This is an optimization exercise on Yosys and OpenROAD, whose aim is small area, a short achievable clock period and few clock cycles per item, not a production implementation.
The RTL was checked by simulation tests, not by an equivalence proof against the original design.
Power figures rest on the tool's default switching activity, not on a simulated workload. The flow treats the clock pin as an ideal source, which a real chip does not have.

==> design/flow/design.v <==
`timescale 1ns / 1ps
module fc_layer #(
    parameter IN_SIZE = 75,
    parameter OUT_SIZE = 10,
    parameter DATA_WIDTH = 16
)(
    input  wire clk,
    input  wire reset_n,
    input  wire start_fc,
    input  wire data_valid,
    input  wire signed [DATA_WIDTH-1:0] map_in_serial,
    input  wire signed [DATA_WIDTH-1:0] weight_serial,
    input  wire signed [DATA_WIDTH-1:0] bias_serial,
    output reg finish_fc,
    output reg signed [DATA_WIDTH-1:0] predict_out,
    output reg predict_out_valid
);
    localparam IDLE = 2'd0, LD_X = 2'd1, LD_W = 2'd2, LD_B = 2'd3;
    reg [1:0] phase;
    reg [6:0] cnt_i;      
    reg [3:0] cnt_o;      
    reg ring_en;          
    reg ring_ld;          
    reg en;               
    reg first;            
    reg lastp;            
    reg push;             
    reg push2;            
    reg bv;               
    reg b9;               
    reg [15:0] d;         
    reg [7:0] neg, one, two;
    always @(posedge clk or negedge reset_n) begin
        if (!reset_n) begin
            phase <= IDLE;
            cnt_i <= 7'd0;
            cnt_o <= 4'd0;
            ring_en <= 1'b0;
            ring_ld <= 1'b0;
            en <= 1'b0;
            first <= 1'b0;
            lastp <= 1'b0;
            push <= 1'b0;
            push2 <= 1'b0;
            bv <= 1'b0;
            b9 <= 1'b0;
            predict_out_valid <= 1'b0;
            finish_fc <= 1'b0;
        end else begin
            ring_en <= data_valid && (phase == LD_X || phase == LD_W);
            ring_ld <= (phase == LD_X);
            en <= data_valid && (phase == LD_W);
            first <= data_valid && (phase == LD_W) && (cnt_i == 7'd0);
            lastp <= data_valid && (phase == LD_W) && (cnt_i == IN_SIZE-1) && (cnt_o != OUT_SIZE-1);
            push <= lastp;
            push2 <= push;
            bv <= data_valid && (phase == LD_B);
            b9 <= (cnt_o == OUT_SIZE-1);
            predict_out_valid <= bv;
            finish_fc <= bv && b9;
            if (start_fc) begin
                phase <= LD_X;
                cnt_i <= 7'd0;
                cnt_o <= 4'd0;
            end else if (data_valid) begin
                case (phase)
                    LD_X: begin
                        if (cnt_i == IN_SIZE-1) begin
                            cnt_i <= 7'd0;
                            phase <= LD_W;
                        end else
                            cnt_i <= cnt_i + 7'd1;
                    end
                    LD_W: begin
                        if (cnt_i == IN_SIZE-1) begin
                            cnt_i <= 7'd0;
                            if (cnt_o == OUT_SIZE-1) begin
                                cnt_o <= 4'd0;
                                phase <= LD_B;
                            end else
                                cnt_o <= cnt_o + 4'd1;
                        end else
                            cnt_i <= cnt_i + 7'd1;
                    end
                    LD_B: begin
                        if (cnt_o == OUT_SIZE-1) begin
                            cnt_o <= 4'd0;
                            phase <= IDLE;
                        end else
                            cnt_o <= cnt_o + 4'd1;
                    end
                    default: ;
                endcase
            end
        end
    end
    always @(posedge clk) begin
        d <= (phase == LD_X) ? map_in_serial : bias_serial;
    end
    wire [15:0] wv = (data_valid && phase == LD_W) ? weight_serial : 16'd0;
    wire [16:0] wx = {wv, 1'b0};
    integer b;
    always @(posedge clk)
        for (b = 0; b < 8; b = b + 1) begin
            neg[b] <= wx[2*b+2];
            one[b] <= wx[2*b+1] ^ wx[2*b];
            two[b] <= (wx[2*b+2] & ~wx[2*b+1] & ~wx[2*b]) | (~wx[2*b+2] & wx[2*b+1] & wx[2*b]);
        end
    reg [16*IN_SIZE-1:0] ring;
    wire [15:0] x = ring[15:0];
    always @(posedge clk)
        if (ring_en)
            ring <= {ring_ld ? d : x, ring[16*IN_SIZE-1:16]};
    reg [28:0] acc_s, acc_c;
    wire [28:0] as_ = first ? 29'd1638400 : acc_s;
    wire [28:0] ac_ = first ? 29'd0 : acc_c;
    wire pp1;
    wire pp2;
    wire pp3;
    wire pp4;
    wire pp5;
    wire pp6;
    wire pp7;
    wire pp8;
    wire pp9;
    wire pp10;
    wire pp11;
    wire pp12;
    wire pp13;
    wire pp14;
    wire pp15;
    wire pp16;
    wire pp17;
    wire pp18;
    wire pp19;
    wire pp20;
    wire pp21;
    wire pp22;
    wire pp23;
    wire pp24;
    wire pp25;
    wire pp26;
    wire pp27;
    wire pp28;
    wire pp29;
    wire pp30;
    wire pp31;
    wire pp32;
    wire pp33;
    wire pp34;
    wire pp35;
    wire pp36;
    wire pp37;
    wire pp38;
    wire pp39;
    wire pp40;
    wire pp41;
    wire pp42;
    wire pp43;
    wire pp44;
    wire pp45;
    wire pp46;
    wire pp47;
    wire pp48;
    wire pp49;
    wire pp50;
    wire pp51;
    wire pp52;
    wire pp53;
    wire pp54;
    wire pp55;
    wire pp56;
    wire pp57;
    wire pp58;
    wire pp59;
    wire pp60;
    wire pp61;
    wire pp62;
    wire pp63;
    wire pp64;
    wire pp65;
    wire pp66;
    wire pp67;
    wire pp68;
    wire pp69;
    wire pp70;
    wire pp71;
    wire pp72;
    wire pp73;
    wire pp74;
    wire pp75;
    wire pp76;
    wire pp77;
    wire pp78;
    wire pp79;
    wire pp80;
    wire pp81;
    wire pp82;
    wire pp83;
    wire pp84;
    wire pp85;
    wire pp86;
    wire pp87;
    wire pp88;
    wire pp89;
    wire pp90;
    wire pp91;
    wire pp92;
    wire pp93;
    wire pp94;
    wire pp95;
    wire pp96;
    wire pp97;
    wire pp98;
    wire pp99;
    wire pp100;
    wire pp101;
    wire pp102;
    wire pp103;
    wire pp104;
    wire pp105;
    wire pp106;
    wire pp107;
    wire pp108;
    wire pp109;
    wire pp110;
    wire pp111;
    wire pp112;
    wire pp113;
    wire pp114;
    wire pp115;
    wire pp116;
    wire pp117;
    wire pp118;
    wire pp119;
    wire pp120;
    wire pp121;
    wire pp122;
    wire pp123;
    wire pp124;
    wire pp125;
    wire pp126;
    wire pp127;
    wire pp128;
    wire pp129;
    wire pp130;
    wire pp131;
    wire pp132;
    wire pp133;
    wire pp134;
    wire s135;
    wire c136;
    wire s137;
    wire c138;
    wire s139;
    wire c140;
    wire s141;
    wire c142;
    wire s143;
    wire c144;
    wire s145;
    wire c146;
    wire s147;
    wire c148;
    wire s149;
    wire c150;
    wire s151;
    wire c152;
    wire s153;
    wire c154;
    wire s155;
    wire c156;
    wire s157;
    wire c158;
    wire s159;
    wire c160;
    wire s161;
    wire c162;
    wire s163;
    wire c164;
    wire s165;
    wire c166;
    wire s167;
    wire c168;
    wire s169;
    wire c170;
    wire s171;
    wire c172;
    wire s173;
    wire c174;
    wire s175;
    wire c176;
    wire s177;
    wire c178;
    wire s179;
    wire c180;
    wire s181;
    wire c182;
    wire s183;
    wire c184;
    wire s185;
    wire c186;
    wire s187;
    wire c188;
    wire s189;
    wire c190;
    wire s191;
    wire c192;
    wire s193;
    wire c194;
    wire s195;
    wire c196;
    wire s197;
    wire c198;
    wire s199;
    wire c200;
    wire s201;
    wire c202;
    wire s203;
    wire c204;
    wire s205;
    wire c206;
    wire s207;
    wire c208;
    wire s209;
    wire c210;
    wire s211;
    wire c212;
    wire s213;
    wire c214;
    wire s215;
    wire c216;
    wire s217;
    wire c218;
    wire s219;
    wire c220;
    wire s221;
    wire c222;
    wire s223;
    wire c224;
    wire s225;
    wire c226;
    wire s227;
    wire c228;
    wire s229;
    wire c230;
    wire s231;
    wire c232;
    wire s233;
    wire c234;
    wire s235;
    wire c236;
    wire s237;
    wire c238;
    wire s239;
    wire c240;
    wire s241;
    wire c242;
    wire s243;
    wire c244;
    wire s245;
    wire c246;
    wire s247;
    wire c248;
    wire s249;
    wire c250;
    wire s251;
    wire c252;
    wire s253;
    wire c254;
    wire s255;
    wire c256;
    wire s257;
    wire c258;
    wire s259;
    wire c260;
    wire s261;
    wire c262;
    wire s263;
    wire c264;
    wire s265;
    wire c266;
    wire s267;
    wire c268;
    wire s269;
    wire c270;
    wire s271;
    wire c272;
    wire s273;
    wire c274;
    wire s275;
    wire c276;
    wire s277;
    wire c278;
    wire s279;
    wire c280;
    wire s281;
    wire c282;
    wire s283;
    wire c284;
    wire s285;
    wire c286;
    wire s287;
    wire c288;
    wire s289;
    wire c290;
    wire s291;
    wire c292;
    wire s293;
    wire c294;
    wire s295;
    wire c296;
    wire s297;
    wire c298;
    wire s299;
    wire c300;
    wire s301;
    wire c302;
    wire s303;
    wire c304;
    wire s305;
    wire c306;
    wire s307;
    wire c308;
    wire s309;
    wire c310;
    wire s311;
    wire c312;
    wire s313;
    wire c314;
    wire s315;
    wire c316;
    wire s317;
    wire c318;
    wire s319;
    wire c320;
    wire s321;
    wire c322;
    wire s323;
    wire c324;
    wire s325;
    wire c326;
    wire s327;
    wire c328;
    wire s329;
    wire c330;
    wire s331;
    wire c332;
    wire s333;
    wire c334;
    wire s335;
    wire c336;
    wire s337;
    wire c338;
    wire s339;
    wire c340;
    wire s341;
    wire c342;
    wire s343;
    wire c344;
    wire s345;
    wire c346;
    wire s347;
    wire c348;
    wire s349;
    wire c350;
    wire s351;
    wire c352;
    wire s353;
    wire c354;
    wire s355;
    wire c356;
    wire s357;
    wire c358;
    wire s359;
    wire c360;
    wire s361;
    wire c362;
    wire s363;
    wire c364;
    wire s365;
    wire c366;
    wire s367;
    wire c368;
    wire s369;
    wire c370;
    wire s371;
    wire c372;
    wire s373;
    wire c374;
    wire s375;
    wire c376;
    wire s377;
    wire c378;
    wire s379;
    wire c380;
    wire s381;
    wire c382;
    wire s383;
    wire c384;
    wire s385;
    wire c386;
    wire s387;
    wire c388;
    wire s389;
    wire c390;
    wire s391;
    wire c392;
    wire s393;
    wire c394;
    wire s395;
    wire c396;
    wire s397;
    wire c398;
    wire s399;
    wire c400;
    wire s401;
    wire c402;
    wire s403;
    wire c404;
    wire s405;
    wire c406;
    wire s407;
    wire c408;
    wire s409;
    wire c410;
    wire s411;
    wire c412;
    wire s413;
    wire c414;
    wire s415;
    wire c416;
    wire s417;
    wire c418;
    wire s419;
    wire c420;
    wire s421;
    wire c422;
    wire s423;
    wire c424;
    wire s425;
    wire c426;
    wire s427;
    wire c428;
    wire s429;
    wire c430;
    wire s431;
    wire c432;
    wire s433;
    wire c434;
    wire s435;
    wire c436;
    wire s437;
    wire c438;
    wire s439;
    wire c440;
    wire s441;
    wire c442;
    wire s443;
    wire c444;
    wire s445;
    wire c446;
    wire s447;
    wire c448;
    wire s449;
    wire c450;
    wire s451;
    wire c452;
    wire s453;
    wire c454;
    wire s455;
    wire c456;
    wire s457;
    wire c458;
    wire s459;
    wire c460;
    assign pp1 = ((one[0] & x[0])) ^ neg[0];
    assign pp2 = ((one[0] & x[1]) | (two[0] & x[0])) ^ neg[0];
    assign pp3 = ((one[0] & x[2]) | (two[0] & x[1])) ^ neg[0];
    assign pp4 = ((one[0] & x[3]) | (two[0] & x[2])) ^ neg[0];
    assign pp5 = ((one[0] & x[4]) | (two[0] & x[3])) ^ neg[0];
    assign pp6 = ((one[0] & x[5]) | (two[0] & x[4])) ^ neg[0];
    assign pp7 = ((one[0] & x[6]) | (two[0] & x[5])) ^ neg[0];
    assign pp8 = ((one[0] & x[7]) | (two[0] & x[6])) ^ neg[0];
    assign pp9 = ((one[0] & x[8]) | (two[0] & x[7])) ^ neg[0];
    assign pp10 = ((one[0] & x[9]) | (two[0] & x[8])) ^ neg[0];
    assign pp11 = ((one[0] & x[10]) | (two[0] & x[9])) ^ neg[0];
    assign pp12 = ((one[0] & x[11]) | (two[0] & x[10])) ^ neg[0];
    assign pp13 = ((one[0] & x[12]) | (two[0] & x[11])) ^ neg[0];
    assign pp14 = ((one[0] & x[13]) | (two[0] & x[12])) ^ neg[0];
    assign pp15 = ((one[0] & x[14]) | (two[0] & x[13])) ^ neg[0];
    assign pp16 = ((one[0] & x[15]) | (two[0] & x[14])) ^ neg[0];
    assign pp17 = en & ~(((one[0] & x[15]) | (two[0] & x[15])) ^ neg[0]);
    assign pp18 = ((one[1] & x[0])) ^ neg[1];
    assign pp19 = ((one[1] & x[1]) | (two[1] & x[0])) ^ neg[1];
    assign pp20 = ((one[1] & x[2]) | (two[1] & x[1])) ^ neg[1];
    assign pp21 = ((one[1] & x[3]) | (two[1] & x[2])) ^ neg[1];
    assign pp22 = ((one[1] & x[4]) | (two[1] & x[3])) ^ neg[1];
    assign pp23 = ((one[1] & x[5]) | (two[1] & x[4])) ^ neg[1];
    assign pp24 = ((one[1] & x[6]) | (two[1] & x[5])) ^ neg[1];
    assign pp25 = ((one[1] & x[7]) | (two[1] & x[6])) ^ neg[1];
    assign pp26 = ((one[1] & x[8]) | (two[1] & x[7])) ^ neg[1];
    assign pp27 = ((one[1] & x[9]) | (two[1] & x[8])) ^ neg[1];
    assign pp28 = ((one[1] & x[10]) | (two[1] & x[9])) ^ neg[1];
    assign pp29 = ((one[1] & x[11]) | (two[1] & x[10])) ^ neg[1];
    assign pp30 = ((one[1] & x[12]) | (two[1] & x[11])) ^ neg[1];
    assign pp31 = ((one[1] & x[13]) | (two[1] & x[12])) ^ neg[1];
    assign pp32 = ((one[1] & x[14]) | (two[1] & x[13])) ^ neg[1];
    assign pp33 = ((one[1] & x[15]) | (two[1] & x[14])) ^ neg[1];
    assign pp34 = en & ~(((one[1] & x[15]) | (two[1] & x[15])) ^ neg[1]);
    assign pp35 = ((one[2] & x[0])) ^ neg[2];
    assign pp36 = ((one[2] & x[1]) | (two[2] & x[0])) ^ neg[2];
    assign pp37 = ((one[2] & x[2]) | (two[2] & x[1])) ^ neg[2];
    assign pp38 = ((one[2] & x[3]) | (two[2] & x[2])) ^ neg[2];
    assign pp39 = ((one[2] & x[4]) | (two[2] & x[3])) ^ neg[2];
    assign pp40 = ((one[2] & x[5]) | (two[2] & x[4])) ^ neg[2];
    assign pp41 = ((one[2] & x[6]) | (two[2] & x[5])) ^ neg[2];
    assign pp42 = ((one[2] & x[7]) | (two[2] & x[6])) ^ neg[2];
    assign pp43 = ((one[2] & x[8]) | (two[2] & x[7])) ^ neg[2];
    assign pp44 = ((one[2] & x[9]) | (two[2] & x[8])) ^ neg[2];
    assign pp45 = ((one[2] & x[10]) | (two[2] & x[9])) ^ neg[2];
    assign pp46 = ((one[2] & x[11]) | (two[2] & x[10])) ^ neg[2];
    assign pp47 = ((one[2] & x[12]) | (two[2] & x[11])) ^ neg[2];
    assign pp48 = ((one[2] & x[13]) | (two[2] & x[12])) ^ neg[2];
    assign pp49 = ((one[2] & x[14]) | (two[2] & x[13])) ^ neg[2];
    assign pp50 = ((one[2] & x[15]) | (two[2] & x[14])) ^ neg[2];
    assign pp51 = en & ~(((one[2] & x[15]) | (two[2] & x[15])) ^ neg[2]);
    assign pp52 = ((one[3] & x[0])) ^ neg[3];
    assign pp53 = ((one[3] & x[1]) | (two[3] & x[0])) ^ neg[3];
    assign pp54 = ((one[3] & x[2]) | (two[3] & x[1])) ^ neg[3];
    assign pp55 = ((one[3] & x[3]) | (two[3] & x[2])) ^ neg[3];
    assign pp56 = ((one[3] & x[4]) | (two[3] & x[3])) ^ neg[3];
    assign pp57 = ((one[3] & x[5]) | (two[3] & x[4])) ^ neg[3];
    assign pp58 = ((one[3] & x[6]) | (two[3] & x[5])) ^ neg[3];
    assign pp59 = ((one[3] & x[7]) | (two[3] & x[6])) ^ neg[3];
    assign pp60 = ((one[3] & x[8]) | (two[3] & x[7])) ^ neg[3];
    assign pp61 = ((one[3] & x[9]) | (two[3] & x[8])) ^ neg[3];
    assign pp62 = ((one[3] & x[10]) | (two[3] & x[9])) ^ neg[3];
    assign pp63 = ((one[3] & x[11]) | (two[3] & x[10])) ^ neg[3];
    assign pp64 = ((one[3] & x[12]) | (two[3] & x[11])) ^ neg[3];
    assign pp65 = ((one[3] & x[13]) | (two[3] & x[12])) ^ neg[3];
    assign pp66 = ((one[3] & x[14]) | (two[3] & x[13])) ^ neg[3];
    assign pp67 = ((one[3] & x[15]) | (two[3] & x[14])) ^ neg[3];
    assign pp68 = en & ~(((one[3] & x[15]) | (two[3] & x[15])) ^ neg[3]);
    assign pp69 = ((one[4] & x[0])) ^ neg[4];
    assign pp70 = ((one[4] & x[1]) | (two[4] & x[0])) ^ neg[4];
    assign pp71 = ((one[4] & x[2]) | (two[4] & x[1])) ^ neg[4];
    assign pp72 = ((one[4] & x[3]) | (two[4] & x[2])) ^ neg[4];
    assign pp73 = ((one[4] & x[4]) | (two[4] & x[3])) ^ neg[4];
    assign pp74 = ((one[4] & x[5]) | (two[4] & x[4])) ^ neg[4];
    assign pp75 = ((one[4] & x[6]) | (two[4] & x[5])) ^ neg[4];
    assign pp76 = ((one[4] & x[7]) | (two[4] & x[6])) ^ neg[4];
    assign pp77 = ((one[4] & x[8]) | (two[4] & x[7])) ^ neg[4];
    assign pp78 = ((one[4] & x[9]) | (two[4] & x[8])) ^ neg[4];
    assign pp79 = ((one[4] & x[10]) | (two[4] & x[9])) ^ neg[4];
    assign pp80 = ((one[4] & x[11]) | (two[4] & x[10])) ^ neg[4];
    assign pp81 = ((one[4] & x[12]) | (two[4] & x[11])) ^ neg[4];
    assign pp82 = ((one[4] & x[13]) | (two[4] & x[12])) ^ neg[4];
    assign pp83 = ((one[4] & x[14]) | (two[4] & x[13])) ^ neg[4];
    assign pp84 = ((one[4] & x[15]) | (two[4] & x[14])) ^ neg[4];
    assign pp85 = en & ~(((one[4] & x[15]) | (two[4] & x[15])) ^ neg[4]);
    assign pp86 = ((one[5] & x[0])) ^ neg[5];
    assign pp87 = ((one[5] & x[1]) | (two[5] & x[0])) ^ neg[5];
    assign pp88 = ((one[5] & x[2]) | (two[5] & x[1])) ^ neg[5];
    assign pp89 = ((one[5] & x[3]) | (two[5] & x[2])) ^ neg[5];
    assign pp90 = ((one[5] & x[4]) | (two[5] & x[3])) ^ neg[5];
    assign pp91 = ((one[5] & x[5]) | (two[5] & x[4])) ^ neg[5];
    assign pp92 = ((one[5] & x[6]) | (two[5] & x[5])) ^ neg[5];
    assign pp93 = ((one[5] & x[7]) | (two[5] & x[6])) ^ neg[5];
    assign pp94 = ((one[5] & x[8]) | (two[5] & x[7])) ^ neg[5];
    assign pp95 = ((one[5] & x[9]) | (two[5] & x[8])) ^ neg[5];
    assign pp96 = ((one[5] & x[10]) | (two[5] & x[9])) ^ neg[5];
    assign pp97 = ((one[5] & x[11]) | (two[5] & x[10])) ^ neg[5];
    assign pp98 = ((one[5] & x[12]) | (two[5] & x[11])) ^ neg[5];
    assign pp99 = ((one[5] & x[13]) | (two[5] & x[12])) ^ neg[5];
    assign pp100 = ((one[5] & x[14]) | (two[5] & x[13])) ^ neg[5];
    assign pp101 = ((one[5] & x[15]) | (two[5] & x[14])) ^ neg[5];
    assign pp102 = en & ~(((one[5] & x[15]) | (two[5] & x[15])) ^ neg[5]);
    assign pp103 = ((one[6] & x[0])) ^ neg[6];
    assign pp104 = ((one[6] & x[1]) | (two[6] & x[0])) ^ neg[6];
    assign pp105 = ((one[6] & x[2]) | (two[6] & x[1])) ^ neg[6];
    assign pp106 = ((one[6] & x[3]) | (two[6] & x[2])) ^ neg[6];
    assign pp107 = ((one[6] & x[4]) | (two[6] & x[3])) ^ neg[6];
    assign pp108 = ((one[6] & x[5]) | (two[6] & x[4])) ^ neg[6];
    assign pp109 = ((one[6] & x[6]) | (two[6] & x[5])) ^ neg[6];
    assign pp110 = ((one[6] & x[7]) | (two[6] & x[6])) ^ neg[6];
    assign pp111 = ((one[6] & x[8]) | (two[6] & x[7])) ^ neg[6];
    assign pp112 = ((one[6] & x[9]) | (two[6] & x[8])) ^ neg[6];
    assign pp113 = ((one[6] & x[10]) | (two[6] & x[9])) ^ neg[6];
    assign pp114 = ((one[6] & x[11]) | (two[6] & x[10])) ^ neg[6];
    assign pp115 = ((one[6] & x[12]) | (two[6] & x[11])) ^ neg[6];
    assign pp116 = ((one[6] & x[13]) | (two[6] & x[12])) ^ neg[6];
    assign pp117 = ((one[6] & x[14]) | (two[6] & x[13])) ^ neg[6];
    assign pp118 = ((one[6] & x[15]) | (two[6] & x[14])) ^ neg[6];
    assign pp119 = en & ~(((one[6] & x[15]) | (two[6] & x[15])) ^ neg[6]);
    assign pp120 = ((one[7] & x[0])) ^ neg[7];
    assign pp121 = ((one[7] & x[1]) | (two[7] & x[0])) ^ neg[7];
    assign pp122 = ((one[7] & x[2]) | (two[7] & x[1])) ^ neg[7];
    assign pp123 = ((one[7] & x[3]) | (two[7] & x[2])) ^ neg[7];
    assign pp124 = ((one[7] & x[4]) | (two[7] & x[3])) ^ neg[7];
    assign pp125 = ((one[7] & x[5]) | (two[7] & x[4])) ^ neg[7];
    assign pp126 = ((one[7] & x[6]) | (two[7] & x[5])) ^ neg[7];
    assign pp127 = ((one[7] & x[7]) | (two[7] & x[6])) ^ neg[7];
    assign pp128 = ((one[7] & x[8]) | (two[7] & x[7])) ^ neg[7];
    assign pp129 = ((one[7] & x[9]) | (two[7] & x[8])) ^ neg[7];
    assign pp130 = ((one[7] & x[10]) | (two[7] & x[9])) ^ neg[7];
    assign pp131 = ((one[7] & x[11]) | (two[7] & x[10])) ^ neg[7];
    assign pp132 = ((one[7] & x[12]) | (two[7] & x[11])) ^ neg[7];
    assign pp133 = ((one[7] & x[13]) | (two[7] & x[12])) ^ neg[7];
    assign pp134 = ((one[7] & x[14]) | (two[7] & x[13])) ^ neg[7];
    assign {c136, s135} = pp13 + pp28;
    assign {c138, s137} = pp14 + pp29;
    assign {c140, s139} = pp15 + pp30 + pp45;
    assign {c142, s141} = pp60 + pp75;
    assign {c144, s143} = pp16 + pp31 + pp46;
    assign {c146, s145} = pp61 + pp76;
    assign {c148, s147} = pp17 + pp32 + pp47;
    assign {c150, s149} = pp62 + pp77;
    assign {c152, s151} = pp33 + pp48 + pp63;
    assign {c154, s153} = pp34 + pp49;
    assign {c156, s155} = pp7 + pp22;
    assign {c158, s157} = pp8 + pp23;
    assign {c160, s159} = pp9 + pp24 + pp39;
    assign {c162, s161} = pp54 + pp69;
    assign {c164, s163} = pp10 + pp25 + pp40;
    assign {c166, s165} = pp55 + pp70;
    assign {c168, s167} = pp11 + pp26 + pp41;
    assign {c170, s169} = pp56 + pp71 + pp86;
    assign {c172, s171} = neg[5] + as_[10];
    assign {c174, s173} = pp12 + pp27 + pp42;
    assign {c176, s175} = pp57 + pp72 + pp87;
    assign {c178, s177} = as_[11] + ac_[11];
    assign {c180, s179} = s135 + pp43 + pp58;
    assign {c182, s181} = pp73 + pp88 + pp103;
    assign {c184, s183} = neg[6] + as_[12] + ac_[12];
    assign {c186, s185} = c136 + s137 + pp44;
    assign {c188, s187} = pp59 + pp74 + pp89;
    assign {c190, s189} = pp104 + as_[13] + ac_[13];
    assign {c192, s191} = c138 + s139 + s141;
    assign {c194, s193} = pp90 + pp105 + pp120;
    assign {c196, s195} = neg[7] + as_[14] + ac_[14];
    assign {c198, s197} = c140 + c142 + s143;
    assign {c200, s199} = s145 + pp91 + pp106;
    assign {c202, s201} = pp121 + as_[15] + ac_[15];
    assign {c204, s203} = c144 + c146 + s147;
    assign {c206, s205} = s149 + pp92 + pp107;
    assign {c208, s207} = pp122 + as_[16] + ac_[16];
    assign {c210, s209} = c148 + c150 + s151;
    assign {c212, s211} = pp78 + pp93 + pp108;
    assign {c214, s213} = pp123 + as_[17] + ac_[17];
    assign {c216, s215} = c152 + s153 + pp64;
    assign {c218, s217} = pp79 + pp94 + pp109;
    assign {c220, s219} = pp124 + as_[18] + ac_[18];
    assign {c222, s221} = c154 + pp50 + pp65;
    assign {c224, s223} = pp80 + pp95 + pp110;
    assign {c226, s225} = pp125 + as_[19] + ac_[19];
    assign {c228, s227} = pp51 + pp66 + pp81;
    assign {c230, s229} = pp96 + pp111 + pp126;
    assign {c232, s231} = as_[20] + ac_[20];
    assign {c234, s233} = pp67 + pp82 + pp97;
    assign {c236, s235} = pp112 + pp127 + as_[21];
    assign {c238, s237} = pp68 + pp83 + pp98;
    assign {c240, s239} = pp113 + pp128;
    assign {c242, s241} = pp84 + pp99 + pp114;
    assign {c244, s243} = pp85 + pp100;
    assign {c246, s245} = pp3 + pp18;
    assign {c248, s247} = pp4 + pp19;
    assign {c250, s249} = pp5 + pp20 + pp35;
    assign {c252, s251} = neg[2] + as_[4];
    assign {c254, s253} = pp6 + pp21 + pp36;
    assign {c256, s255} = as_[5] + ac_[5];
    assign {c258, s257} = s155 + pp37 + pp52;
    assign {c260, s259} = neg[3] + as_[6] + ac_[6];
    assign {c262, s261} = c156 + s157 + pp38;
    assign {c264, s263} = pp53 + as_[7] + ac_[7];
    assign {c266, s265} = c158 + s159 + s161;
    assign {c268, s267} = neg[4] + as_[8] + ac_[8];
    assign {c270, s269} = c160 + c162 + s163;
    assign {c272, s271} = s165 + as_[9] + ac_[9];
    assign {c274, s273} = c164 + c166 + s167;
    assign {c276, s275} = s169 + s171 + ac_[10];
    assign {c278, s277} = c168 + c170 + c172;
    assign {c280, s279} = s173 + s175 + s177;
    assign {c282, s281} = c174 + c176 + c178;
    assign {c284, s283} = s179 + s181 + s183;
    assign {c286, s285} = c180 + c182 + c184;
    assign {c288, s287} = s185 + s187 + s189;
    assign {c290, s289} = c186 + c188 + c190;
    assign {c292, s291} = s191 + s193 + s195;
    assign {c294, s293} = c192 + c194 + c196;
    assign {c296, s295} = s197 + s199 + s201;
    assign {c298, s297} = c198 + c200 + c202;
    assign {c300, s299} = s203 + s205 + s207;
    assign {c302, s301} = c204 + c206 + c208;
    assign {c304, s303} = s209 + s211 + s213;
    assign {c306, s305} = c210 + c212 + c214;
    assign {c308, s307} = s215 + s217 + s219;
    assign {c310, s309} = c216 + c218 + c220;
    assign {c312, s311} = s221 + s223 + s225;
    assign {c314, s313} = c222 + c224 + c226;
    assign {c316, s315} = s227 + s229 + s231;
    assign {c318, s317} = c228 + c230 + c232;
    assign {c320, s319} = s233 + s235 + ac_[21];
    assign {c322, s321} = c234 + c236 + s237;
    assign {c324, s323} = s239 + as_[22] + ac_[22];
    assign {c326, s325} = c238 + c240 + s241;
    assign {c328, s327} = pp129 + as_[23] + ac_[23];
    assign {c330, s329} = c242 + s243 + pp115;
    assign {c332, s331} = pp130 + as_[24] + ac_[24];
    assign {c334, s333} = c244 + pp101 + pp116;
    assign {c336, s335} = pp131 + as_[25] + ac_[25];
    assign {c338, s337} = pp102 + pp117 + pp132;
    assign {c340, s339} = as_[26] + ac_[26];
    assign {c342, s341} = pp118 + pp133 + as_[27];
    assign {c344, s343} = pp119 + pp134;
    assign {c346, s345} = pp1 + neg[0];
    assign {c348, s347} = pp2 + as_[1];
    assign {c350, s349} = s245 + neg[1] + as_[2];
    assign {c352, s351} = c246 + s247 + as_[3];
    assign {c354, s353} = c248 + s249 + s251;
    assign {c356, s355} = c250 + c252 + s253;
    assign {c358, s357} = c254 + c256 + s257;
    assign {c360, s359} = c258 + c260 + s261;
    assign {c362, s361} = c262 + c264 + s265;
    assign {c364, s363} = c266 + c268 + s269;
    assign {c366, s365} = c270 + c272 + s273;
    assign {c368, s367} = c274 + c276 + s277;
    assign {c370, s369} = c278 + c280 + s281;
    assign {c372, s371} = c282 + c284 + s285;
    assign {c374, s373} = c286 + c288 + s289;
    assign {c376, s375} = c290 + c292 + s293;
    assign {c378, s377} = c294 + c296 + s297;
    assign {c380, s379} = c298 + c300 + s301;
    assign {c382, s381} = c302 + c304 + s305;
    assign {c384, s383} = c306 + c308 + s309;
    assign {c386, s385} = c310 + c312 + s313;
    assign {c388, s387} = c314 + c316 + s317;
    assign {c390, s389} = c318 + c320 + s321;
    assign {c392, s391} = c322 + c324 + s325;
    assign {c394, s393} = c326 + c328 + s329;
    assign {c396, s395} = c330 + c332 + s333;
    assign {c398, s397} = c334 + c336 + s337;
    assign {c400, s399} = c338 + c340 + s341;
    assign {c402, s401} = c342 + s343 + as_[28];
    assign {c404, s403} = s345 + as_[0];
    assign {c406, s405} = c346 + s347 + ac_[1];
    assign {c408, s407} = c348 + s349 + ac_[2];
    assign {c410, s409} = c350 + s351 + ac_[3];
    assign {c412, s411} = c352 + s353 + ac_[4];
    assign {c414, s413} = c354 + s355 + s255;
    assign {c416, s415} = c356 + s357 + s259;
    assign {c418, s417} = c358 + s359 + s263;
    assign {c420, s419} = c360 + s361 + s267;
    assign {c422, s421} = c362 + s363 + s271;
    assign {c424, s423} = c364 + s365 + s275;
    assign {c426, s425} = c366 + s367 + s279;
    assign {c428, s427} = c368 + s369 + s283;
    assign {c430, s429} = c370 + s371 + s287;
    assign {c432, s431} = c372 + s373 + s291;
    assign {c434, s433} = c374 + s375 + s295;
    assign {c436, s435} = c376 + s377 + s299;
    assign {c438, s437} = c378 + s379 + s303;
    assign {c440, s439} = c380 + s381 + s307;
    assign {c442, s441} = c382 + s383 + s311;
    assign {c444, s443} = c384 + s385 + s315;
    assign {c446, s445} = c386 + s387 + s319;
    assign {c448, s447} = c388 + s389 + s323;
    assign {c450, s449} = c390 + s391 + s327;
    assign {c452, s451} = c392 + s393 + s331;
    assign {c454, s453} = c394 + s395 + s335;
    assign {c456, s455} = c396 + s397 + s339;
    assign {c458, s457} = c398 + s399 + ac_[27];
    assign {c460, s459} = c400 + s401 + ac_[28];
    always @(posedge clk) begin
        acc_s <= {c458, c456, c454, c452, c450, c448, c446, c444, c442, c440, c438, c436, c434, c432, c430, c428, c426, c424, c422, c420, c418, c416, c414, c412, c410, c408, c406, c404, s403};
        acc_c <= {s459, s457, s455, s453, s451, s449, s447, s445, s443, s441, s439, s437, s435, s433, s431, s429, s427, s425, s423, s421, s419, s417, s415, s413, s411, s409, s407, s405, ac_[0]};
    end
    wire [28:0] sum = acc_s + acc_c;
    reg [15:0] sum_r;     
    always @(posedge clk)
        sum_r <= sum[28:13];
    reg [16*(OUT_SIZE-1)-1:0] psum;
    always @(posedge clk)
        if (push2 || (bv && !b9))
            psum <= {sum_r, psum[16*(OUT_SIZE-1)-1:16]};
    always @(posedge clk)
        predict_out <= (b9 ? sum_r : psum[15:0]) + d;
endmodule
==> design/flow/flow/run.sh <==
#!/bin/bash
# Standard ORFS layout (the standard.sh, unchanged synthesis and steps).
# Differences: the resizer's repair_timing is asked for a setup margin, so it
# works on paths well below the 15 ns period; ABC maps for a shorter period;
# ports get buf_1 buffers (the resizer upsizes them where timing needs it);
# CTS inserts no dummy loads. The SDC (period, I/O delays, loads) is not changed.
set -euo pipefail
bash standard.sh SETUP_SLACK_MARGIN=10.8 ABC_CLOCK_PERIOD_IN_PS=3800 \
  "BUFFER_PORTS_ARGS=-buffer_cell sky130_fd_sc_hd__buf_1" \
  "CTS_ARGS=-sink_clustering_enable -repair_clock_nets -sink_clustering_size 30 -sink_clustering_max_diameter 100 -dont_use_dummy_load" \
  finish > standard_flow.log 2>&1
==> design/flow/standard.sh <==
#!/bin/bash
# synth_recipe.tcl (not shown) runs the flow's synth.tcl, then flattens the netlist and writes it again
# the make line also repeats each setting of config.mk as NAME=value (left out here)
make -C /OpenROAD-flow-scripts/flow DESIGN_CONFIG=/design/flow/config.mk WORK_HOME=/design/flow/orfs CLKGATE_MAP_FILE= SYNTH_SCRIPT=/design/flow/synth_recipe.tcl "${@:-finish}"
==> design/flow/config.mk <==
export PLATFORM = sky130hd
export DESIGN_NAME = fc_layer
export DESIGN_NICKNAME = fc_layer
export VERILOG_FILES = /design/flow/design.v
export SDC_FILE = /design/flow/constraint.sdc
export NUM_CORES = 4
export LEC_CHECK = 0
export CAP_MARGIN = 20
export CORE_MARGIN = 2
export CORE_UTILIZATION = 75
export CTS_CLUSTER_DIAMETER = 100
export CTS_CLUSTER_SIZE = 30
export PLACE_DENSITY = 0.85
export SLEW_MARGIN = 20
export SYNTH_MEMORY_MAX_BITS = 16384
==> design/flow/constraint.sdc <==
create_clock -name core_clock -period 15.0 [get_ports {clk}]
set_input_delay 3.0000 -clock core_clock [delete_from_list [all_inputs] [get_ports {clk}]]
set_output_delay 3.0000 -clock core_clock [all_outputs]
set_load 0.01 [all_outputs]
==> run notes, run 1 <==
* Core area at 70000 µm²
* Skew-Pair Late Insertion Delay at 0.70 ns
* Clk sinks at roughly 1500
* Nets at about 3000
* Post-synth EDFFs at approximately 1300
* Pin count of the biggest net entering global routing at about 240
* CTS Buffer Depth at 3
* Internal at approximately 0.0056 W
* Outcome: no timing/DRC/antenna violations
* Sequential area share after synthesis at 0.821
* Final setup viols at 0
* Crit path capture type: register
* Worst EP arrival at 4.73 ns
* Residual DRC at 0
* Max-Cap Viols at 0
* Worst-Margin Slew at 1.18 ns
* Worst r2r dst: acc_c[18]
* Post-layout minimum cycle time at roughly 4.2 ns
* DR iter-0 viols at 2897
* Origin of the critical flop-to-flop path: ring[12]
* Root Buffer: clkbuf_16
* Fmax at roughly 240 MHz
* Setup crit start kind: register
* Total die area at ~73000 µm²
* Overflow after GRT at 0
* Mapped Cells at 2640
* Net Switching at approximately 0.0015 W
* DPL Wire Length at just over 50000 µm
* Initial Util at 0.758
* Combinational share of power at 0.048
* Initial antenna violation count at 7
* # rows at a little under 100
* Routed Antenna Nets at 0
* CP max FO at 17
* Worst R2R Path Depth at 8
* Global-route wire length before repair at 138000 µm
* Async SR Flop Fraction at 0.0160
* Vias in the first global route at 23100
* Rel. slew slack at 0.212
* Gr usage total at 0.253
* Critical path type: register to register
* Die height at 270 µm
* R2r setup slk at about 11 ns
* Cts bufs inserted at 55
* Yosys warns at 1
* Critical Path RT at about 16 ns
* Syn avg cell area at between 20 and 25 µm²
* Hold Path Cell Cnt at 0
* Worst hold path startpoint: push
* Clock share of power at 0.251
* Drt wl/cell at between 20 and 30 µm
* Pre-antenna DRT Iters at 7
* Final worst path period share at 0.278
* Pwr/cell area at 127 nW/µm²
* Met3 WL at 8380 µm
* CTS tree: done
* Sw Share at 0.208
* Setup repair after global routing missed its margin: false
* Worst IR Drop VDD at about 0.12 mV
* Worst-path clk slew at roughly 0.12 ns
* Hold EP: push2
* Hold WS at between 0.3 and 0.4 ns
* Final Skew at around 0.064 ns
* Leakage at 19.0 nW
* WL met2 at approximately 45000 µm
* Post-synthesis sequential element count at approximately 1500
* Final hold viol count at 0
* Yosys cell types at 57
* Pins Over Slew Limit at 0
* Flop pwr share at 0.701
* P&R area growth vs syn at 5.34%
* DRT Wirelength at a little over 90000 µm
* Routed via count at about 23000
* Mapped Area at roughly 53000 µm²
* Port bufs at just under 70
* Fraction of layout cells with a size suffix above 1 at 0.0566
* M1 WL at between 30000 and 40000 µm
* Htree depth at 2
* Drt via density at 6.26
* Mapped Nets at around 2900
* Main synth FF type: edfxtp_1
* Number of top-level pins at 70
* Final Wtd Congestion at 0.896
* Setup TNS at 0 ns
* Worst hold-check path type: register to register
* Die width at between 200 and 300 µm
* Hold_buf cts at 0
* Top layer in use: met5
==> per-stage QoR <==
| step | cell area (µm²) | setup slack, ns | util | power, W | std cells |
|---|---|---|---|---|---|
| 5_1_grt | 55900 | 10.80 | 0.798 | 0.00730 | 3645 |
| 3_3_place_gp | 54300 | 10.36 | 0.776 | 0.00533 | 3575 |
| 6_report | 55900 | 10.83 | 0.798 | 0.00707 | 3649 |
| 4_1_cts | 55700 | 10.81 | 0.795 | 0.00712 | 3630 |
| 2_1_floorplan | 53100 | 6.18 | - | 0.00526 | 2640 |
| 3_5_place_dp | 54300 | 10.24 | 0.776 | 0.00537 | 3575 |
==> cells in the mapped netlist (all sizes together), types with 2 or more instances <==
| master | count | area, µm² |
|---|---|---|
| a2111oi | 2 | 36.3 |
| a211o | 4 | 35.0 |
| a211oi | 8 | 65.1 |
| a21o | 18 | 136 |
| a21oi | 39 | 203 |
| a22oi | 121 | 908 |
| a31o | 2 | 17.5 |
| a31oi | 2 | 12.5 |
| and2 | 8 | 50.1 |
| and3 | 15 | 93.8 |
| buf | 4 | 15.0 |
| clkbuf | 86 | 323 |
| dfrtp | 24 | 601 |
| dfxtp | 129 | 2580 |
| edfxtp | 1344 | 40400 |
| fa | 138 | 2760 |
| ha | 72 | 901 |
| inv | 156 | 586 |
| mux2 | 47 | 529 |
| mux2i | 4 | 40.0 |
| nand2 | 40 | 150 |
| nand2b | 29 | 181 |
| nand3 | 7 | 35.0 |
| nand4 | 10 | 62.6 |
| nor2 | 58 | 218 |
| nor2b | 28 | 175 |
| nor3 | 8 | 40.0 |
| nor4 | 2 | 12.5 |
| o211ai | 3 | 22.5 |
| o21a | 6 | 45.0 |
| o21ai | 32 | 160 |
| o311ai | 2 | 17.5 |
| o31ai | 2 | 15.0 |
| or2 | 3 | 18.8 |
| xnor2 | 78 | 683 |
| xor2 | 95 | 832 |
==> metal layers <==
layer	up-vias	track usage
li1	9798	-
met1	11500	0.358
met2	1234	0.404
met3	300	0.0510
met4	10	0.0895
met5	-	0
==> critical path, cell delays in order (launching register included) <==
cell      delay, ns
edfxtp_1       0.94
a22oi_1        0.25
xor2_1         0.30
fa_1           0.50
fa_1           0.47
fa_1           0.61
fa_1           0.44
fa_1           0.51
inv_1          0.05
==> how the worst max path moves through the flow <==
stage               startpoint        end  slack, ns  depth (start not counted)
floorplan              ring_en    ring[0]       6.18                          0
global placement    data_valid      first      10.36                          4
detailed placement  data_valid      first      10.24                          4
CTS                 data_valid      first      10.81                          4
global route            one[1]  acc_c[18]      10.80                          8
finish                ring[12]  acc_c[18]      10.83                          8
==> power groups by stage <==
stage / logic [W] / registers, W / clock network, W
floorplan: 0.000203 / 0.00505 / 0
global placement: 0.000301 / 0.00503 / 0
detailed placement: 0.000323 / 0.00504 / 0
CTS: 0.000326 / 0.00497 / 0.00182
global route: 0.000382 / 0.00498 / 0.00194
finish: 0.000338 / 0.00496 / 0.00178
==> timing repair <==
action                                  CTS  global route
resized for setup                         2             7
endpoints found under the setup margin   70            11
setup buffers                             0            12
==> final cells by class <==
class | count | area [µm²]
sequential | 1497 | 43600
fill | 3286 | 14100
multi-input combinational | 897 | 8600
clock buffer | 55 | 1380
tap | 940 | 1180
timing repair buffer | 100 | 589
inverter | 156 | 586
antenna | 4 | 10.0
==> placed cells by master (no fill, tap or decap), drive strengths merged, types with 18 or more instances in the layout <==
master  count
edfxtp   1344
inv       156
fa        138
dfxtp     129
a22oi     121
buf        99
xor2       95
xnor2      78
ha         72
nor2       58
clkbuf     56
mux2       47
nand2      40
a21oi      39
o21ai      32
nand2b     29
nor2b      28
dfrtp      24
a21o       18
==> flip-flops by register name, summed over array words and instances (netlist names), 2 cells and up <==
name,cells
ring,1200
psum,144
acc_s,29
acc_c,28
d,16
predict_out,16
sum_r,16
neg,8
one,8
two,8
cnt_i,7
cnt_o,4
phase,2
==> logic make-up (layout without fill, tap and decap cells) <==
kind of cell	count (synthesis)	after routing	share of synthesized area
compound gates	251	251	0.0334
xor+xnor	173	173	0.0286
fa+ha+maj	210	210	0.0691
buf+inv	246	311	0.0174
flops	1497	1497	0.821
mux	51	51	0.0107
other cells	0	4	0
simple gates	212	212	0.0202
Testbench counts, summed over its fixed seeds: cycles 53,568, images 64.
==> run 2, diff against run 1 <==
--- a/design/flow/config.mk
+++ b/design/flow/config.mk
@@ -7,9 +7,9 @@
 export LEC_CHECK = 0
 export CAP_MARGIN = 20
 export CORE_MARGIN = 2
-export CORE_UTILIZATION = 75
+export CORE_UTILIZATION = 65
 export CTS_CLUSTER_DIAMETER = 100
 export CTS_CLUSTER_SIZE = 30
-export PLACE_DENSITY = 0.85
+export PLACE_DENSITY = 0.75
 export SLEW_MARGIN = 20
 export SYNTH_MEMORY_MAX_BITS = 16384
==> run 2 against run 1 <==
Net effect: global-route usage down 6.7 points; synthesized cell count unchanged; core utilization down 10 points; largest power group unchanged; final cell count up 2.9%; critical path depth down 7; combinational power down 5%; largest cell class unchanged; flip-flop and latch count unchanged; worst setup slack better by 0.021 ns; via count down 5.1%; synthesized area unchanged; routed wire length down 16%; register-to-register slack better by 0.27 ns.
==> run notes, run 2 <==
* Outcome: no timing/DRC/antenna violations
* Die height at 290 µm (+7.3%)
* Cts bufs inserted at 57 (+3.6%)
* Fraction of layout cells with a size suffix above 1 at 0.0535 (-0.00311)
* Skew-Pair Late Insertion Delay at 0.68 ns (-0.02 ns)
* DPL Wire Length at 45000 µm (-13%)
* Met3 WL at 4370 µm (-48%)
* Commonest non-fill, non-tap cell in the layout: edfxtp_1
* P&R area growth vs syn at 5.52%
* Rel. slew slack at 0.263 (+0.0518)
* Routed Antenna Nets at 0 (unchanged)
* Die width at 290 µm (+7.3%)
* Footprint of the multi-input gates at 8600 µm² (about the same)
* Total Power at 0.00704 W (-0.53%)
* Internal at 0.00562 W (+0.27%)
* Number of top-level pins at 70 (unchanged)
* Worst EP arrival at 1.15 ns (-3.58 ns)
* Residual DRC at 0 (unchanged)
* Worst-path clk slew at 0.11 ns (about the same)
* Nets at 2958 (-0.37%)
* Post-synthesis sequential element count at 1497 (unchanged)
* DR iter-0 viols at 1968 (-32%)
* Mapped Cells at 2640 (unchanged)
* Main synth FF type: edfxtp_1
* Hold_buf cts at 0 (unchanged)
* Yosys warns at 1 (unchanged)
* Drt wl/cell at 20.6 µm (-18%)
* Max incr delay on CP at 0.39 ns (-0.55 ns)
* Post-synth top area share at 0.761 (unchanged)
* Worst IR Drop VDD at 0.122 mV (+0.82%)
* Crit path buf inv count at 1 (unchanged)
* WL met2 at 36000 µm (-19%)
* Sequential area share after synthesis at 0.821 (unchanged)
* Flop pwr share at 0.703 (+0.002)
* Most frequent cells in the layout: edfxtp_1 (1344), inv_1 (155), fa_1 (138)
* Top layer in use: met5
* Combinational share of power at 0.045 (-0.003)
* Yosys cell types at 57 (unchanged)
* Final Skew at 0.0827 ns (+0.0188 ns)
* Critical path type: register to output port
* Syn avg cell area at 20.1 µm² (unchanged)
* Count leader, synth: edfxtp_1
* Routed via count at 21700 (-5.1%)
* Final worst path period share at 0.277 (-0.00137)
* Core area at 80700 µm² (+15%)
* CP max FO at 1 (-16)
* R2r setup slk at 11.10 ns (+0.27 ns)
* PostCTS Resize Cnt at 2 (unchanged)
* Sw Share at 0.202 (-0.00644)
* Pwr/cell area at 126 nW/µm² (-0.70%)
* Setup slack after layout at 10.85 ns (+0.0205 ns)
* Final hold viol count at 0 (unchanged)
* Port bufs at 69 (unchanged)
* Worst path cell trace: clkbuf_2
* Critical Path RT at 12.00 ns (-3.56 ns)
* Post-layout minimum cycle time at 4.15 ns (-0.0205 ns)
* Net Switching at 0.00142 W (-3.6%)
* Fmax at 241 MHz (+0.49%)
* Overflow after GRT at 0 (unchanged)
* Clock share of power at 0.251 (about the same)
* Setup crit start kind: register
* Htree depth at 2 (unchanged)
* DRT Wirelength at 77500 µm (-16%)
* CTS tree: done
* Crit path depth at 1 (-7)
* Vias in the first global route at 21400 (-7.4%)
* Util after Layout at 0.694 (-0.104)
* # Post-CTS Setup Buffers at 0 (unchanged)
* Max reg flops at 1200 (unchanged)
* Async SR Flop Fraction at 0.0160 (unchanged)
* Worst-Margin Slew at 1.10 ns (-0.0777 ns)
* M1 WL at 35700 µm (about the same)
* Gr usage total at 0.186 (-0.0666)
* Total die area at 83900 µm² (+15%)
* Initial antenna violation count at 2 (-5)
* Setup TNS at 0 ns (unchanged)
* Cell taking the most area after synthesis: edfxtp_1
* Max-Cap Viols at 0 (unchanged)
* Leakage at 18.9 nW (-0.13%)
* Mapped Area at 53100 µm² (unchanged)
* Final Wtd Congestion at 0.870 (-2.8%)
* Reg area at 43500 µm² (about the same)
* Most frequent cells after synthesis: edfxtp_1 (1344), inv_1 (155), fa_1 (138)
* Setup repair after global routing missed its margin: true
* Crit-path leading delay family: flip-flops
* Pins Over Slew Limit at 0 (unchanged)
* Hold Path Cell Cnt at 0 (unchanged)
* # rows at 104 (+7.2%)
* Largest regs: ring (1200), psum (144), acc_s (29)
* Top area cells in the synthesized netlist: edfxtp_1 (76%), fa_1 (5.2%), dfxtp_1 (4.9%), a22oi_1 (1.7%), ha_1 (1.7%)
* Largest Register: ring
* Final setup viols at 0 (unchanged)
* Initial Util at 0.658 (-0.100)
* Worst R2R Path Depth at 9 (+1)
* Global-route wire length before repair at 120000 µm (-13%)
* Post-synth EDFFs at 1344 (unchanged)
* Drt via density at 5.77 (-7.8%)
* CTS Buffer Depth at 3 (unchanged)
* Pre-antenna DRT Iters at 6 (-1)
* Slowest stage cell, crit path: dfrtp_1
* Root Buffer: clkbuf_16
* Post-place setup slack at 10.40 ns (+0.164 ns)
* Mapped Nets at 2902 (unchanged)
* Pin count of the biggest net entering global routing at 221 (-7.5%)
* Clk sinks at 1497 (unchanged)
* Filler Cell Count at 4889 (+49%)
* Worst hold-check path type: register to register
* Crit path capture type: output port
run 2: changes by cell type in the layout (fill, tap and decap cells not counted), sizes merged:
cell and delta:
diode -3, clkbuf +7, buf -18
run 2: metal layers:
metal,GRT usage,vias up
met3,0.0283,93
met4,0.0422,2
met1,0.293,11200
met2,0.284,574
li1,-,9784
met5,0,-
run 2: cells by family (layout without fill, tap and decap cells):
group / after synthesis / after routing / synth area share
flops: 1497 / 1497 / 0.821
compound gates: 251 / 251 / 0.0334
buf+inv: 246 / 300 / 0.0174
simple gates: 212 / 212 / 0.0202
fa+ha+maj: 210 / 210 / 0.0691
xor+xnor: 173 / 173 / 0.0286
mux: 51 / 51 / 0.0107
other cells: 0 / 1 / 0
run 2: worst paths after layout:
check	endpoint	start
hold reg to reg	push	lastp
min in group asynchronous	ring_ld	reset_n
setup / recovery	predict_out_valid	predict_out_valid
setup reg to reg	acc_c[17]	one[0]
max in group asynchronous	ring_en	reset_n
hold / removal	push	lastp
run 2: cell type report:
cell class / count / share of cell area
flip-flops and latches: 1497 / 0.778
multi-input cells: 897 / 0.154
clock buffers: 57 / 0.0255
well taps: 1060 / 0.0237
inverters: 156 / 0.0105
repair buffers: 87 / 0.00883
diodes: 1 / 0.0000447
run 2: power by group through the flow:
stage          clock network, W  registers [W]  logic, W
3_3_place_gp                  0        0.00503  0.000306
5_1_grt                 0.00196        0.00497  0.000369
6_report                0.00177        0.00495  0.000320
3_5_place_dp                  0        0.00503  0.000320
4_1_cts                 0.00183        0.00495  0.000323
2_1_floorplan                 0        0.00505  0.000203
run 2: stage by stage:
step | cells | area (µm²) | hold WS, ns
2_1_floorplan | 2640 | 53100 | 0.331
3_3_place_gp | 3696 | 54500 | 0.361
3_5_place_dp | 3696 | 54500 | 0.343
4_1_cts | 3753 | 55900 | 0.312
5_1_grt | 3754 | 56000 | 0.310
6_report | 3755 | 56000 | 0.309
==> run 3, diff against run 2 <==
==> design/flow/flow/run.sh (replaced) <==
#!/bin/bash
# Standard ORFS layout (the standard.sh: ORFS synthesis and steps).
# Differences:
# - synthesis skips Yosys's early "abc -fast" (SYNTH_ARGS=-noabc), so the
#   full adders written out in the RTL are extracted without inverters
#   between them; registers (names and cells) are the same as the standard
#   synthesis, and ORFS's own ABC mapping still runs;
# - the resizer's repair_timing is asked for a setup margin, so it works on
#   paths well below the 15 ns period; ABC maps for a shorter period;
# - ports get buf_1 buffers (the resizer upsizes them where timing needs it);
# - CTS inserts no dummy loads.
# The SDC (period, I/O delays, loads) is not changed.
set -euo pipefail
bash standard.sh SYNTH_ARGS=-noabc SETUP_SLACK_MARGIN=10.95 ABC_CLOCK_PERIOD_IN_PS=3800 \
  "BUFFER_PORTS_ARGS=-buffer_cell sky130_fd_sc_hd__buf_1" \
  "CTS_ARGS=-sink_clustering_enable -repair_clock_nets -sink_clustering_size 30 -sink_clustering_max_diameter 100 -dont_use_dummy_load" \
  finish > standard_flow.log 2>&1
==> run 3 against run 2 <==
Net effect: die area shrank 0.58%; via count shrank 1.4%; largest power group unchanged; synthesized area shrank 0.58%; design area shrank 0.41%; first-iteration DRC count grew 2.8%; sequential share of layout area grew 0.35 points; final cell count shrank 2.6%; register-to-register slack gained 0.02 ns; non-clock buffer count grew 3.
==> run notes, run 3 <==
* Die height at 289 µm (-0.29%)
* CTS Buffer Depth at 3 (unchanged)
* Clk sinks at 1497 (unchanged)
* Post-place setup slack at 10.74 ns (+0.340 ns)
* Main synth FF type: edfxtp_1
* Origin of the critical flop-to-flop path: ring[10]
* Routed Antenna Nets at 0 (unchanged)
* Critical path type: register to output port
* Initial antenna violation count at 4 (+2)
* Worst-path clk slew at 0.11 ns (about the same)
* Grt peak-use layer: met2
* Filler Cell Count at 4810 (-1.6%)
* Leakage at 19.6 nW (+3.4%)
* Post-synth top area share at 0.765 (+0.00448)
* Fmax at 242 MHz (+0.57%)
* Outcome: no timing/DRC/antenna violations
* Rel. slew slack at 0.274 (+0.0108)
* Post-synthesis sequential element count at 1497 (unchanged)
* Crit path capture type: output port
* CTS tree: done
* Global-route wire length before repair at 123000 µm (+1.9%)
* Setup TNS at 0 ns (unchanged)
* Yosys warns at 1 (unchanged)
* Final Skew at 0.0660 ns (-0.0167 ns)
* Mapped Area at 52700 µm² (-0.58%)
* Hold WS at 0.357 ns (+0.0478 ns)
* # Post-CTS Setup Buffers at 0 (unchanged)
* Crit path buf inv count at 1 (unchanged)
* Port bufs at 69 (unchanged)
* Setup repair after global routing missed its margin: true
* Most frequent cells in the layout: edfxtp_1 (1344), xnor2_1 (155), fa_1 (138)
* Critical Path RT at 12.00 ns (about the same)
* Worst r2r dst: acc_c[15]
* Final worst path period share at 0.275 (-0.00159)
* Fraction of layout cells with a size suffix above 1 at 0.0678 (+0.0144)
* Pre-antenna DRT Iters at 8 (+2)
* Setup slack after layout at 10.87 ns (+0.0238 ns)
* Met3 Use GR at 0.0320 (+0.00371)
* Final Wtd Congestion at 0.878 (+0.86%)
* Setup crit start kind: register
* Worst hold path startpoint: ring[816]
* Met1 Track Usage GR at 0.297 (+0.00433)
* Cts bufs inserted at 57 (unchanged)
* Crit-path leading delay family: flip-flops
* Nets at 2861 (-3.3%)
* Routed via count at 21400 (-1.4%)
* Async SR Flop Fraction at 0.0160 (unchanged)
* Mapped Cells at 2541 (-3.8%)
* # rows at 104 (unchanged)
* Final hold viol count at 0 (unchanged)
* Gr usage total at 0.194 (+0.00795)
* Pin count of the biggest net entering global routing at 208 (-5.9%)
* Hold EP: ring[800]
* Worst hold-check path type: register to register
* Yosys cell types at 62 (+8.8%)
* Root Buffer: clkbuf_16
* Largest Register: ring
* DR iter-0 viols at 2024 (+2.8%)
* Worst R2R Path Depth at 7 (-2)
* Htree depth at 2 (unchanged)
* Residual DRC at 0 (unchanged)
* Commonest non-fill, non-tap cell in the layout: edfxtp_1
* Worst IR Drop VDD at 0.112 mV (-8.6%)
* Total die area at 83400 µm² (-0.58%)
* Die width at 289 µm (-0.29%)
* Post-synth EDFFs at 1344 (unchanged)
* DPL Wire Length at 46800 µm (+4.0%)
* Skew-Pair Late Insertion Delay at 0.66 ns (-0.02 ns)
* Worst-Margin Slew at 1.09 ns (-0.0177 ns)
* Worst path cell trace: clkbuf_2
* Mapped Nets at 2805 (-3.3%)
* Syn avg cell area at 20.8 µm² (+3.3%)
* Slowest stage cell, crit path: dfrtp_1
* Hold Path Cell Cnt at 0 (unchanged)
* Cell taking the most area after synthesis: edfxtp_1
* Core area at 80400 µm² (-0.32%)
* Met2 Use GR at 0.298 (+0.0140)
* Largest regs: ring (1200), psum (144), acc_s (29)
* CP max FO at 1 (unchanged)
* Sequential area share after synthesis at 0.826 (+0.00483)
* R2r setup slk at 11.12 ns (+0.02 ns)
* Max-Cap Viols at 0 (unchanged)
* Overflow after GRT at 0 (unchanged)
* Max incr delay on CP at 0.38 ns (about the same)
* Drt wl/cell at 22.1 µm (+7.1%)
* Final setup viols at 0 (unchanged)
* Drt via density at 5.85 (+1.3%)
* P&R area growth vs syn at 5.70%
* Post-layout minimum cycle time at 4.13 ns (-0.0238 ns)
* Worst EP arrival at 1.13 ns (-0.02 ns)
* Pins Over Slew Limit at 0 (unchanged)
* Top area cells in the synthesized netlist: edfxtp_1 (77%), fa_1 (5.2%), dfxtp_1 (4.9%), xnor2_1 (2.6%), ha_1 (1.8%)
* Number of top-level pins at 70 (unchanged)
* DRT Wirelength at 80800 µm (+4.3%)
* Vias in the first global route at 21100 (-1.5%)
* Pwr/cell area at 120 nW/µm² (-4.2%)
* Most frequent cells after synthesis: edfxtp_1 (1344), xnor2_1 (155), fa_1 (138)
* Initial Util at 0.656 (-0.00173)
* Count leader, synth: edfxtp_1
* Max reg flops at 1200 (unchanged)
-- run 3: metrics by stage --
| stage | utilization | instance area [µm²] | total power, W | cells |
|---|---|---|---|---|
| finish | 0.693 | 55800 | 0.00671 | 3657 |
| floorplan | - | 52700 | 0.00499 | 2541 |
| global route | 0.693 | 55700 | 0.00692 | 3655 |
| detailed placement | 0.673 | 54100 | 0.00502 | 3597 |
| CTS | 0.692 | 55600 | 0.00678 | 3654 |
| global placement | 0.673 | 54100 | 0.00501 | 3597 |
-- run 3: worst max path at each step --
stage / start / endpoint / slack, ns / cells after the start
global placement: data_valid / cnt_i[2] / 10.76 / 8
CTS: finish_fc / finish_fc / 10.83 / 1
floorplan: ring_en / ring[0] / 6.18 / 0
finish: finish_fc / finish_fc / 10.87 / 1
detailed placement: ring_en / ring[459] / 10.74 / 3
global route: predict_out_valid / predict_out_valid / 10.82 / 1
-- run 3: cell type report --
| cell class | count | area (µm²) | share of cell area |
|---|---|---|---|
| Tap cell | 1060 | 1330 | 0.0238 |
| Clock buffer | 57 | 1430 | 0.0256 |
| Antenna cell | 2 | 5.00 | 0.0000898 |
| Inverter | 16 | 60.1 | 0.00108 |
| Timing Repair Buffer | 90 | 578 | 0.0104 |
| Sequential cell | 1497 | 43600 | 0.781 |
| Multi-Input combinational cell | 935 | 8790 | 0.158 |
-- run 3: layer usage --
metal	share of wire	routed length, µm	up-vias
li1	-	-	9629
met1	0.45	36300	11000
met2	0.47	37600	615
met3	0.058	4690	127
met4	0.027	2140	8
met5	0.00079	64	-
-- run 3: cells by family (layout without fill, tap and decap cells) --
group / count (synthesis) / after routing / synth area share
buf+inv: 109 / 163 / 0.00797
other cells: 0 / 2 / 0
compound gates: 249 / 249 / 0.0333
xor+xnor: 171 / 171 / 0.0284
mux: 49 / 49 / 0.0104
fa+ha+maj: 212 / 212 / 0.0699
simple gates: 254 / 254 / 0.0245
flops: 1497 / 1497 / 0.826
-- run 3: timing repair --
| action | in CTS | in global routing |
|---|---|---|
| resized for setup | 31 | 17 |
| endpoints found under the hold margin | 0 | 0 |
| setup endpoints to repair | 409 | 430 |
| hold buffers | 0 | 0 |
-- run 3: where the power goes --
part	leakage [nW]	internal, W	switching, W	total [W]
clock network	0.702	0.000682	0.00109	0.00177
logic	4.35	0.0000267	0.0000814	0.000108
registers	14.5	0.00475	0.0000853	0.00483
==> run 4, diff against run 3 <==
--- a/design/flow/flow/run.sh
+++ b/design/flow/flow/run.sh
@@ -11,7 +11,7 @@
 # - CTS inserts no dummy loads.
 # The SDC (period, I/O delays, loads) is not changed.
 set -euo pipefail
-bash standard.sh SYNTH_ARGS=-noabc SETUP_SLACK_MARGIN=10.95 ABC_CLOCK_PERIOD_IN_PS=3800 \
+bash standard.sh SYNTH_ARGS=-noabc SETUP_SLACK_MARGIN=10.8 ABC_CLOCK_PERIOD_IN_PS=3800 \
   "BUFFER_PORTS_ARGS=-buffer_cell sky130_fd_sc_hd__buf_1" \
   "CTS_ARGS=-sink_clustering_enable -repair_clock_nets -sink_clustering_size 30 -sink_clustering_max_diameter 100 -dont_use_dummy_load" \
   finish > standard_flow.log 2>&1
==> run 4 against run 3 <==
Net effect: hold slack improved by 0.0017 ns; worst setup slack improved by 0.0013 ns; clock power hardly changed; largest cell class unchanged; critical endpoint unchanged; design area shrank 0.20%; first-iteration DRC count fell by 0.74%; final cell count is essentially flat; critical path depth unchanged; sequential share of layout area is 0.13 points higher; flip-flop and latch count stayed put; still clean on timing, DRC and antenna; synthesized area did not move; critical path type unchanged; non-clock buffer count unchanged.
==> run notes, run 4 <==
* Mapped Nets at 2805 (unchanged)
* DPL Wire Length at 46800 µm (unchanged)
* Skew-Pair Late Insertion Delay at 0.65 ns (about the same)
* Hold Path Cell Cnt at 0 (unchanged)
* DR iter-0 viols at 2009 (-0.74%)
* CTS tree: done
* Pwr/cell area at 120 nW/µm² (about the same)
* Drt via density at 5.83 (-0.38%)
* Worst EP arrival at 1.13 ns (about the same)
* Final hold viol count at 0 (unchanged)
* Routed Antenna Nets at 0 (unchanged)
* Htree depth at 2 (unchanged)
* Worst R2R Path Depth at 8 (+1)
* Setup TNS at 0 ns (unchanged)
* Top area cells in the synthesized netlist: edfxtp_1 (77%), fa_1 (5.2%), dfxtp_1 (4.9%), xnor2_1 (2.6%), ha_1 (1.8%)
* Core area at 80400 µm² (unchanged)
* Post-synthesis sequential element count at 1497 (unchanged)
* Cts bufs inserted at 57 (unchanged)
* Final Wtd Congestion at 0.878 (unchanged)
* CTS Buffer Depth at 3 (unchanged)
* Max-Cap Viols at 0 (unchanged)
* Clock share of power at 0.264 (about the same)
* Post-layout minimum cycle time at 4.13 ns (-0.00130 ns)
* Worst r2r dst: acc_c[18]
* Main synth FF type: edfxtp_1
* Flop pwr share at 0.721 (about the same)
* CP max FO at 1 (unchanged)
* Critical path type: register to output port
* Slowest stage cell, crit path: dfrtp_1
* Setup repair after global routing missed its margin: false
* Pins Over Slew Limit at 0 (unchanged)
* Mapped Area at 52700 µm² (unchanged)
* Async SR Flop Fraction at 0.0160 (unchanged)
* Sequential area share after synthesis at 0.826 (unchanged)
* Initial Util at 0.656 (unchanged)
* Max reg flops at 1200 (unchanged)
* Final worst path period share at 0.275 (about the same)
* Largest Register: ring
* Rel. slew slack at 0.281 (+0.00650)
* Placed cells at 3597 (unchanged)
* Outcome: no timing/DRC/antenna violations
* Commonest non-fill, non-tap cell in the layout: edfxtp_1
* Residual DRC at 0 (unchanged)
* Critical Path RT at 12.00 ns (about the same)
* Worst path cell trace: buf_1
* Worst hold path startpoint: ring[816]
* Hold EP: ring[800]
* R2r setup slk at 11.10 ns (-0.02 ns)
* Yosys cell types at 62 (unchanged)
* Root Buffer: clkbuf_16
* Port bufs at 69 (unchanged)
* Die width at 289 µm (unchanged)
* Initial antenna violation count at 4 (unchanged)
* Worst-Margin Slew at 1.08 ns (-0.00827 ns)
* Net Switching at 0.00125 W (-0.23%)
* Final setup viols at 0 (unchanged)
* Routed via count at 21300 (-0.35%)
* Mapped Cells at 2541 (unchanged)
* Fraction of layout cells with a size suffix above 1 at 0.0563 (-0.0116)
* Most frequent cells after synthesis: edfxtp_1 (1344), xnor2_1 (155), fa_1 (138)
* Cell taking the most area after synthesis: edfxtp_1
* Count leader, synth: edfxtp_1
* Die height at 289 µm (unchanged)
* Global-route wire length before repair at 123000 µm (about the same)
* Largest regs: ring (1200), psum (144), acc_s (29)
* Pre-antenna DRT Iters at 6 (-2)
* Fmax at 242 MHz (about the same)
* Most frequent cells in the layout: edfxtp_1 (1344), xnor2_1 (155), fa_1 (138)
* Final Skew at 0.0616 ns (-0.00439 ns)
* Worst-path clk slew at 0.11 ns (about the same)
* Post-synth top area share at 0.765 (unchanged)
* Combinational share of power at 0.015 (about the same)
* # rows at 104 (unchanged)
* Setup crit start kind: register
* Internal at 0.00545 W (about the same)
* Crit path buf inv count at 1 (unchanged)
* Worst IR Drop VDD at 0.111 mV (-0.36%)
* Total die area at 83400 µm² (unchanged)
* Syn avg cell area at 20.8 µm² (unchanged)
* Origin of the critical flop-to-flop path: one[0]
* Leakage at 19.5 nW (-0.40%)
* Drt wl/cell at 22.0 µm (-0.56%)
* Overflow after GRT at 0 (unchanged)
* Yosys warns at 1 (unchanged)
* DRT Wirelength at 80400 µm (-0.53%)
* Worst hold-check path type: register to register
* Sw Share at 0.187 (-0.000208)
* Nets at 2861 (unchanged)
* Pin count of the biggest net entering global routing at 208 (unchanged)
* Vias in the first global route at 21000 (-0.14%)
* Crit-path leading delay family: flip-flops
* Crit path capture type: output port
* Final std cells w/o fill at 3658 (+0.027%)
* Max incr delay on CP at 0.38 ns (about the same)
* Gr usage total at 0.194 (about the same)
* Clk sinks at 1497 (unchanged)
* Number of top-level pins at 70 (unchanged)
* P&R area growth vs syn at 5.49%
* Post-synth EDFFs at 1344 (unchanged)
[run 4: cell counts after synthesis]
No cell type changed its count.
[run 4: per-stage QoR]
| stage | total power, W | util | hold WS [ns] | setup WS (ns) | instance area [µm²] |
|---|---|---|---|---|---|
| 4_1_cts | 0.00678 | 0.691 | 0.359 | 10.81 | 55600 |
| 5_1_grt | 0.00692 | 0.692 | 0.374 | 10.80 | 55600 |
| 3_3_place_gp | 0.00501 | 0.673 | 0.341 | 10.76 | 54100 |
| 6_report | 0.00670 | 0.692 | 0.358 | 10.87 | 55600 |
| 2_1_floorplan | 0.00499 | - | 0.331 | 6.18 | 52700 |
| 3_5_place_dp | 0.00502 | 0.673 | 0.337 | 10.74 | 54100 |
[run 4: how the worst max path moves through the flow]
| stage | start | end | slack, ns | cells after the start |
|---|---|---|---|---|
| CTS | ring_en | ring[114] | 10.81 | 3 |
| global placement | data_valid | cnt_i[2] | 10.76 | 8 |
| finish | finish_fc | finish_fc | 10.87 | 1 |
| global route | predict_out[14] | predict_out[14] | 10.80 | 1 |
| detailed placement | ring_en | ring[459] | 10.74 | 3 |
| floorplan | ring_en | ring[0] | 6.18 | 0 |
[run 4: layer usage]
| metal | share of wire | global-route usage | vias up | wire length [µm] |
|---|---|---|---|---|
| li1 | - | - | 9626 | - |
| met3 | 0.054 | 0.0320 | 119 | 4350 |
| met1 | 0.45 | 0.298 | 11000 | 36600 |
| met2 | 0.47 | 0.297 | 552 | 37400 |
| met4 | 0.025 | 0.0541 | 8 | 2030 |
| met5 | 0.00062 | 0 | - | 50 |
[run 4: kinds of logic (layout without fill, tap and decap cells)]
kind of cell | count (synthesis) | count (layout) | synth area share
AOI/OAI and AO/OA | 249 | 249 | 0.0333
other | 0 | 3 | 0
adders and majority gates | 212 | 212 | 0.0699
and+or+nand+nor | 254 | 254 | 0.0245
DFF | 1497 | 1497 | 0.826
xor gates and xnor gates | 171 | 171 | 0.0284
muxes | 49 | 49 | 0.0104
buffers and inverters | 109 | 163 | 0.00797
[run 4: cell type report]
cell class                 instances  area [µm²]
timing repair buffer              90         479
clock buffer                      57        1430
tap                             1060        1330
multi-input combinational        935        8790
fill                            4828       24800
antenna                            3        7.51
inverter                          16        60.1
sequential                      1497       43500
[run 4: timing repair]
item / CTS / global route
gates resized for setup: 2 / 3
pin swaps: 0 / 0
endpoints found under the setup margin: 90 / 346
hold endpoints to repair: 0 / 0
hold buffers: 0 / 0
setup buffers: 0 / 0
[run 4: power by group through the flow]
| stage | registers (W) | logic (W) | clock network [W] |
|---|---|---|---|
| after global routing | 0.00485 | 0.000115 | 0.00195 |
| after CTS | 0.00484 | 0.000103 | 0.00184 |
| final | 0.00483 | 0.000103 | 0.00177 |
| after global placement | 0.00491 | 0.0000986 | 0 |
| after detailed placement | 0.00492 | 0.000103 | 0 |
| after floorplan | 0.00496 | 0.0000317 | 0 |

==> separate check: timing with driven ports <==
In the flow no input, the clock included, has a driving cell. The finished layouts below were timed again as built, in two steps.
Step 1, drivers: a clkbuf_16 drives clk and a buf_2 each remaining input, both assumed.
Step 2 times the ports against the registers' clock, not the clock port: input delays grow and output delays shrink by t, the midpoint of the rising clock arrivals with the driver on.
Three values: ideal ports, drivers, drivers and shift; two values: the first two.
run | shift t [ns] | setup slack, ns
run 1 | 0.730 | 10.825 / 10.764 / 10.510
run 2 | 0.688 | 10.846 / 10.782 / 10.550
run 3 | 0.693 | 10.870 / 10.805 / 10.594
run 4 | 0.694 | 10.871 / 10.806 / 10.631
After both steps setup and hold are still met in every run listed.
